Source: an optimization exercise on an open RTL-to-GDS flow (aim: small area, a short achievable clock period and few clock cycles). Production flows keep margins and buffers that such runs may drop.

JK:
==> module divisor_clk, before the edit <==
module divisor_clk #(parameter WIDTH = 24,
                 parameter WIDTHZ = (WIDTH*2))
(
    input logic clk,
    input logic arst,
    input logic start,
    input logic [WIDTH-1:0] a,
    input logic [WIDTH-1:0] b,
    output logic done,
    output logic div_by_zero,
    output logic [WIDTH-1:0] q,
    output logic [WIDTH-1:0] f,
    output logic [WIDTHZ-1:0] z
);
    localparam K = 5;
    logic             busy;
    logic [3:0]       cnt;         
    logic [WIDTH-1:0] rem;         
    logic [WIDTH-1:0] div;         
    logic [WIDTHZ-1:0] qd;         
    logic b_zero;
    logic [WIDTH-1:0]  rem_init;
    logic [WIDTHZ-1:0] qd_init;
    logic [3:0]       cnt_init;
    assign b_zero = (b == 0);
    logic ok13;
    assign ok13 = (|b[23:13]);
    logic ok23;
    assign ok23 = b[23];
    always_comb begin
        rem_init = '0;
        qd_init  = {2'b0, a, 22'b0};
        cnt_init = 4'd9;
        if (ok13) begin
            rem_init = {13'b0, a[23:11]};
            qd_init  = {a[10:0], 37'b0};
            cnt_init = 4'd6;
        end
        if (ok23) begin
            rem_init = {23'b0, a[23:1]};
            qd_init  = {a[0:0], 47'b0};
            cnt_init = 4'd4;
        end
    end
    logic [WIDTH-1:0]  r_s [0:K];
    logic [WIDTHZ-1:0] q_s [0:K];
    assign r_s[0] = rem;
    assign q_s[0] = qd;
    for (genvar i = 0; i < K; i++) begin : g_step
        logic [WIDTH:0] x, y, t;
        logic qb;
        assign x = {r_s[i], q_s[i][WIDTHZ-1]};
        assign y = {1'b0, div};
        logic [WIDTH+1:0] g, p;
        logic [WIDTH+2:0] bw;
        assign g = {1'b0, ~x & y};
        assign p = {1'b0, ~(x ^ y)};
        assign bw[0] = 1'b0;
        for (genvar j = 0; j <= WIDTH; j = j + 2) begin : g_grp
            logic gg, pp;
            assign gg = g[j+1] | (p[j+1] & g[j]);
            assign pp = p[j+1] & p[j];
            assign bw[j+1] = g[j] | (p[j] & bw[j]);
            assign bw[j+2] = gg | (pp & bw[j]);
        end
        assign t = x ^ y ^ bw[WIDTH:0];
        assign qb = ~t[WIDTH];
        assign r_s[i+1] = qb ? t[WIDTH-1:0] : x[WIDTH-1:0];
        assign q_s[i+1] = {q_s[i][WIDTHZ-2:0], qb};
    end
    always_ff @(posedge clk or posedge arst) begin
        if (arst) begin
            busy <= 1'b0;
            done <= 1'b0;
            cnt <= '0;
            div_by_zero <= 1'b0;
        end else begin
            done <= 1'b0;
            if (busy) begin
                if (cnt == 0) begin
                    busy <= 1'b0;
                    done <= 1'b1;
                end
                cnt <= cnt - 1'b1;
            end else if (start) begin
                div_by_zero <= b_zero;
                if (b_zero) begin
                    done <= 1'b1;
                end else begin
                    busy <= 1'b1;
                    cnt <= cnt_init;
                end
            end
        end
    end
    always_ff @(posedge clk) begin
        div <= b;
        if (busy) begin
            rem <= r_s[K];
            qd  <= q_s[K];
        end else if (b_zero) begin
            rem <= '0;
            qd  <= '0;
        end else begin
            rem <= rem_init;
            qd  <= qd_init;
        end
    end
    assign q = qd[WIDTHZ-1:WIDTH];
    assign f = qd[WIDTH-1:0];
    assign z = qd;
endmodule
export LEC_CHECK = 0
export CAP_MARGIN = 20
export CORE_MARGIN = 2
export CORE_UTILIZATION = 40
export PLACE_DENSITY = 0.6
export SLEW_MARGIN = 20
create_clock -name core_clock -period 110.0 [get_ports {clk}]
run.sh (not shown) runs the stock make flow with config.mk's settings and CLKGATE_MAP_FILE= SYNTH_SCRIPT=/design/flow/synth_recipe.tcl, a recipe that flattens the netlist after the stock synthesis.
Inputs modified between JK and PW:
diff --git a/flow/design.v b/flow/design.v
--- a/flow/design.v
+++ b/flow/design.v
@@ -14,7 +14,7 @@
     output logic [WIDTHZ-1:0] z
 );
-    localparam K = 5;
+    localparam K = 2;
     logic             busy;
-    logic [3:0]       cnt;         
+    logic [4:0]       cnt;         
     logic [WIDTH-1:0] rem;         
     logic [WIDTH-1:0] div;         
@@ -23,23 +23,23 @@
     logic [WIDTH-1:0]  rem_init;
     logic [WIDTHZ-1:0] qd_init;
-    logic [3:0]       cnt_init;
+    logic [4:0]       cnt_init;
     assign b_zero = (b == 0);
-    logic ok13;
-    assign ok13 = (|b[23:13]);
-    logic ok23;
-    assign ok23 = b[23];
+    logic ok22;
+    assign ok22 = (a[23:2] < b);
+    logic ok34;
+    assign ok34 = ({a, 10'b0} < {10'b0, b});
     always_comb begin
         rem_init = '0;
-        qd_init  = {2'b0, a, 22'b0};
-        cnt_init = 4'd9;
-        if (ok13) begin
-            rem_init = {13'b0, a[23:11]};
-            qd_init  = {a[10:0], 37'b0};
-            cnt_init = 4'd6;
+        qd_init  = {a, 24'b0};
+        cnt_init = 5'd23;
+        if (ok22) begin
+            rem_init = {22'b0, a[23:2]};
+            qd_init  = {a[1:0], 46'b0};
+            cnt_init = 5'd12;
         end
-        if (ok23) begin
-            rem_init = {23'b0, a[23:1]};
-            qd_init  = {a[0:0], 47'b0};
-            cnt_init = 4'd4;
+        if (ok34) begin
+            rem_init = {a[13:0], 10'b0};
+            qd_init  = '0;
+            cnt_init = 5'd6;
         end
     end
@@ -53,15 +53,8 @@
         assign x = {r_s[i], q_s[i][WIDTHZ-1]};
         assign y = {1'b0, div};
-        logic [WIDTH+1:0] g, p;
-        logic [WIDTH+2:0] bw;
-        assign g = {1'b0, ~x & y};
-        assign p = {1'b0, ~(x ^ y)};
+        logic [WIDTH+1:0] bw;
         assign bw[0] = 1'b0;
-        for (genvar j = 0; j <= WIDTH; j = j + 2) begin : g_grp
-            logic gg, pp;
-            assign gg = g[j+1] | (p[j+1] & g[j]);
-            assign pp = p[j+1] & p[j];
-            assign bw[j+1] = g[j] | (p[j] & bw[j]);
-            assign bw[j+2] = gg | (pp & bw[j]);
+        for (genvar j = 0; j <= WIDTH; j++) begin : g_bit
+            assign bw[j+1] = (~x[j] & y[j]) | (~(x[j] ^ y[j]) & bw[j]);
         end
         assign t = x ^ y ^ bw[WIDTH:0];
Notes after the runs:
- Synthesized netlist net count was lower in PW than in JK.
- Summary of the comparison: clock distribution area overhead in the final layout is higher in PW, relative to JK.
- PW vs. JK: footprint of the multi-input gates down about 56%; number of standard-cell rows in the floorplan down 24%; detailed-route wire length per cell down 4.0%; synthesized cell count down 648.
- From JK to PW the numbers moved as follows: netlist area before placement lost about 40%; data-path buffer share of cell area in the final layout rose 7.1 points; buffer count excluding the clock tree in the final layout now sits lower.
- | clock period minus worst slack | PW vs JK | 980 ps higher |
- PW ends up with a sequential cell area in the final layout that is about 1.1% higher than in JK.
No functional check of the RTL was part of any run of this note.

separate check: timing with driven ports:
Ports are ideal in the flow. The routed layouts listed here were re-timed in OpenROAD.
Step 1 (the two cells are an assumption about what drives the block):
set clk [get_ports {clk}]
set_driving_cell -lib_cell sky130_fd_sc_hd__clkbuf_16 $clk
set_driving_cell -lib_cell sky130_fd_sc_hd__buf_2 [delete_from_list [all_inputs] $clk]
Step 2 also shifts input and output timing later by t, the mid clock arrival at the registers, as if the neighbouring blocks saw the same clock.
a / b / c = no drivers / after step 1 / after step 2; a / b = the first two.
| run | shift t [ns] | setup slack, ns | worst setup path after step 2 | latest minus earliest clock arrival (ns) | cell pins on the clock port's net |
|---|---|---|---|---|---|
| JK | 0.399 | 86.122 / 86.144 / 85.745 | input to register | 0.017 / 0.016 | 1 |
| PW | 0.398 | 85.139 / 85.154 / 84.756 | input to register | 0.007 / 0.007 | 1 |
After both steps every run listed still meets setup and hold. The setup slack of PW, which loses most, moves by +0.015 ns with the drivers and by -0.383 ns with both steps.
